This is an optimization exercise on Yosys and OpenROAD, whose aim is small area, a short achievable clock period and few clock cycles, not a production implementation.
RTL that was checked went through simulation tests only; none was proved equivalent to the original.
Power and IR drop assume default switching activity.

== rev 12 ==
Design mips, start of the top module:
module mips(
	input wire clk,
	input wire rst,
	output wire [31:0] INST_ADDR,
	input wire [31:0] INST_DATA,
	output wire [31:0] DMEM_ADDR,
	output wire DMEM_WE,
	output wire [31:0] DMEM_WDATA,
	input wire [31:0] DMEM_RDATA
	);
	genvar gk, gb;
	reg  [31:0] pc;
	reg  [31:0] ras;
	reg         e_ld, e_st, e_br, e_bx, e_jr;      
	reg         e_cst;                   
	reg  [4:0]  e_rd;                    
	reg         e_fa_lo, e_fa_hi;
	reg         c_ab, c_mb, c_am, c_mm;
	reg         j_a, j_m;                
	reg         e_fb;                    
	reg         x_b, x_bn, x_m, x_mn, x_i, x_in;
	reg         h_b, h_br, h_m, h_mr;
	reg         e_sub;                   
	reg         s_m, s_a, s_c;
	reg         r_add, r_slt, r_and, r_or, r_xor, r_nor, r_srl, r_sll, r_b;
	reg         e_sra;
	reg  [4:0]  e_sa;
	reg  [31:0] e_a, e_b;
	reg  [31:0] e_x;
	reg         m_we, m_ld;
	reg  [4:0]  m_rd;
	reg  [31:0] m_res, m_wd;
	reg  [31:0] rf [1:31];
	reg  [31:1] rf_v;
	wire [31:0] fa = {{16{e_fa_hi}}, {16{e_fa_lo}}};
	wire [31:0] a = (fa & m_res) | (~fa & e_a);
	wire [31:0] bx = ({32{x_b}} & e_b) | ({32{x_bn}} & ~e_b)
	               | ({32{x_m}} & m_res) | ({32{x_mn}} & ~m_res)
  ...
For scale: about 160 I/O pins.
==> flow/config.mk <==
export PLATFORM = sky130hd
export DESIGN_NAME = mips
export DESIGN_NICKNAME = mips
export VERILOG_FILES = /design/flow/design.v
export SDC_FILE = /design/flow/constraint.sdc
export NUM_CORES = 8
export LEC_CHECK = 0
export CAP_MARGIN = 20
export CORE_MARGIN = 2
export CORE_UTILIZATION = 40
export PLACE_DENSITY = 0.7
export SLEW_MARGIN = 20
export SYNTH_HIERARCHICAL = 1
export SYNTH_MINIMUM_KEEP_SIZE = 0
==> flow/constraint.sdc <==
create_clock -name core_clock -period 10.0 [get_ports {clk}]
set_input_delay 2.0000 -clock core_clock [delete_from_list [all_inputs] [get_ports {clk}]]
set_output_delay 2.0000 -clock core_clock [all_outputs]
set_load 0.01 [all_outputs]
standard.sh (not shown) runs the stock make flow with config.mk's settings and CLKGATE_MAP_FILE= SYNTH_SCRIPT=/design/flow/synth_recipe.tcl, a recipe that flattens the netlist after the stock synthesis.
==> flow/flow/run.sh <==
#!/bin/bash
set -euo pipefail
MARGIN=6.6
bash standard.sh synth > synth.log 2>&1
SYNTH_ODB=orfs/results/sky130hd/mips/base/1_synth.odb openroad -no_init -exit flow/downsize.tcl > downsize.log 2>&1
bash standard.sh SETUP_SLACK_MARGIN=$MARGIN "CTS_ARGS=-sink_clustering_enable -repair_clock_nets -dont_use_dummy_load -buf_list sky130_fd_sc_hd__clkbuf_8 -sink_clustering_size 20" finish > layout.log 2>&1
==> flow/flow/downsize.tcl <==
# Set every combinational cell that synthesis mapped to a larger drive
# strength back to its smallest variant; the timing repair later in the flow
# sizes up the cells that need it.
set odb $::env(SYNTH_ODB)
read_db $odb
set db [ord::get_db]
set n 0
foreach inst [[ord::get_db_block] getInsts] {
  set m [$inst getMaster]
  set name [$m getName]
  if {[regexp {^sky130_fd_sc_hd__(df|edf|sdf|dl|sdl|conb|tap|fill|decap|diode)} $name]} { continue }
  if {[regexp {^(sky130_fd_sc_hd__[a-z0-9]+)_([0-9]+)$} $name -> base size] && $size > 1} {
    foreach s {1 0} {
      set nm [$db findMaster ${base}_$s]
      if {$nm ne "NULL" && $nm ne ""} {
        $inst swapMaster $nm
        incr n
        break
      }
    }
  }
}
puts "downsized $n cells"
write_db $odb
Testbench counts of rev 12, summed over its fixed seeds: cycles 74,576.
Modified inputs, rev 13 compared to rev 12
--- a/flow/design.v
+++ b/flow/design.v
@@ -854,22 +854,26 @@
 	g_a221o r0(.a1(r_add), .a2(sum[0]), .b1(r_slt), .b2(sum[31]), .c1(oth[0]), .y(alu[0]));
 	generate for (gb = 1; gb < 32; gb = gb + 1) begin : res
 		g_a21o r(.a1(r_add), .a2(sum[gb]), .b1(oth[gb]), .y(alu[gb]));
 	end endgenerate
 	wire eq = (c_ab & (e_a == e_b)) | (c_mb & (m_res == e_b))
 	        | (c_am & (e_a == m_res)) | c_mm;
 	wire mis_br = e_br & (eq ^ e_bx);
 	wire mis_jr = e_jr & ((j_a & (e_a != pc)) | (j_m & (m_res != pc)));
 	wire mis    = mis_br | mis_jr;
 	wire [31:0] redirect = e_jr ? a : e_x;
 	wire [31:0] m_val = m_ld ? DMEM_RDATA : m_res;
+	wire [31:0] m_valr;
+	generate for (gb = 0; gb < 32; gb = gb + 1) begin : mvr
+		g_mux2 m(.a0(m_res[gb]), .a1(DMEM_RDATA[gb]), .s(m_ld), .y(m_valr[gb]));
+	end endgenerate
 	wire m_w = (m_rd != 5'd0);
 	assign DMEM_ADDR  = m_res;
 	assign DMEM_WE    = m_we;
 	assign DMEM_WDATA = m_wd;
 	wire [31:0] ins = INST_DATA;
 	assign INST_ADDR = pc;
 	wire [5:0]  op  = ins[31:26];
 	wire [4:0]  rs  = ins[25:21];
 	wire [4:0]  rt  = ins[20:16];
 	wire [4:0]  rdf = ins[15:11];
 	wire [4:0]  shamt = ins[10:6];
@@ -948,23 +952,23 @@
 		g_and3 da(.a(rs_h[gk/8]), .b(rs_l[gk%8]), .c(rf_en[gk]), .y(sel_a[gk-1]));
 		g_and3 db(.a(rt_h[gk/8]), .b(rt_l[gk%8]), .c(rf_en[gk]), .y(sel_b[gk-1]));
 	end endgenerate
 	assign sel_a[31] = rs_m;
 	assign sel_b[31] = rt_m;
 	wire [31:0] rs_val, rt_val;
 	generate for (gb = 0; gb < 32; gb = gb + 1) begin : rdp
 		wire [31:0] d;
 		for (gk = 1; gk < 32; gk = gk + 1) begin : c
 			assign d[gk-1] = rf[gk][gb];
 		end
-		assign d[31] = m_val[gb];
+		assign d[31] = m_valr[gb];
 		g_rd32f ua(.s(sel_a), .d(d), .q(rs_val[gb]));
 		g_rd32f ub(.s(sel_b), .d(d), .q(rt_val[gb]));
 	end endgenerate
 	wire e_w = (e_rd != 5'd0);
 	wire rs_e = e_w & (rs == e_rd);
 	wire rt_e = e_w & (rt == e_rd);
 	wire rs_e2;
 	g_buf fab(.a(rs_e), .y(rs_e2));       
 	wire stall = e_ld & ((uses_rs & rs_e) | (uses_rt & rt_e));
 	wire adv = ~stall & ~mis;         
 	wire pred_t = is_bne | (is_beq & imm[15]);
### Flow results
Wire length reported by the detailed router: rev 12 and rev 13 compared, lower one is rev 12. Relative to rev 12, the cell area measured on rev 13 has increased slightly. Fmax: rev 13 higher than rev 12. Diff rev 12 -> rev 13: worst setup slack after layout went up; power went up; clock-buffer cell count went up; non-clock buffer count went up.
For rev 13, only the layout was checked, not whether the RTL still works.

[what the ideal ports hide]
How much do the figures lean on ideal ports? The routed layouts below were timed once more, with nothing changed but the port constraints. Step 1, drivers: a clkbuf_16 drives clk and a buf_2 each remaining input, both assumed. Step 2 adds t to the input delays and takes it off the output delays; t is the mean of the earliest and latest rising clock arrival at the registers after step 1. Input paths then give back, and output paths get back, about the clock's delay inside the block. Three values: no drivers, after step 1, after step 2; two values: the first two.
run	t (ns)	setup slack, ns	worst setup path after step 2	worst data-port slew with drivers (ns)	pins driven straight from the clock port
rev 12	1.016	6.383 / 6.306 / 5.469	input to register	0.09	1
rev 13	1.008	6.424 / 6.364 / 5.424	input to register	0.20	1
After both steps setup and hold are still met in every run listed. For rev 13, which loses most, drivers alone change the setup slack by -0.060 ns; drivers and shift together by -1.000 ns.
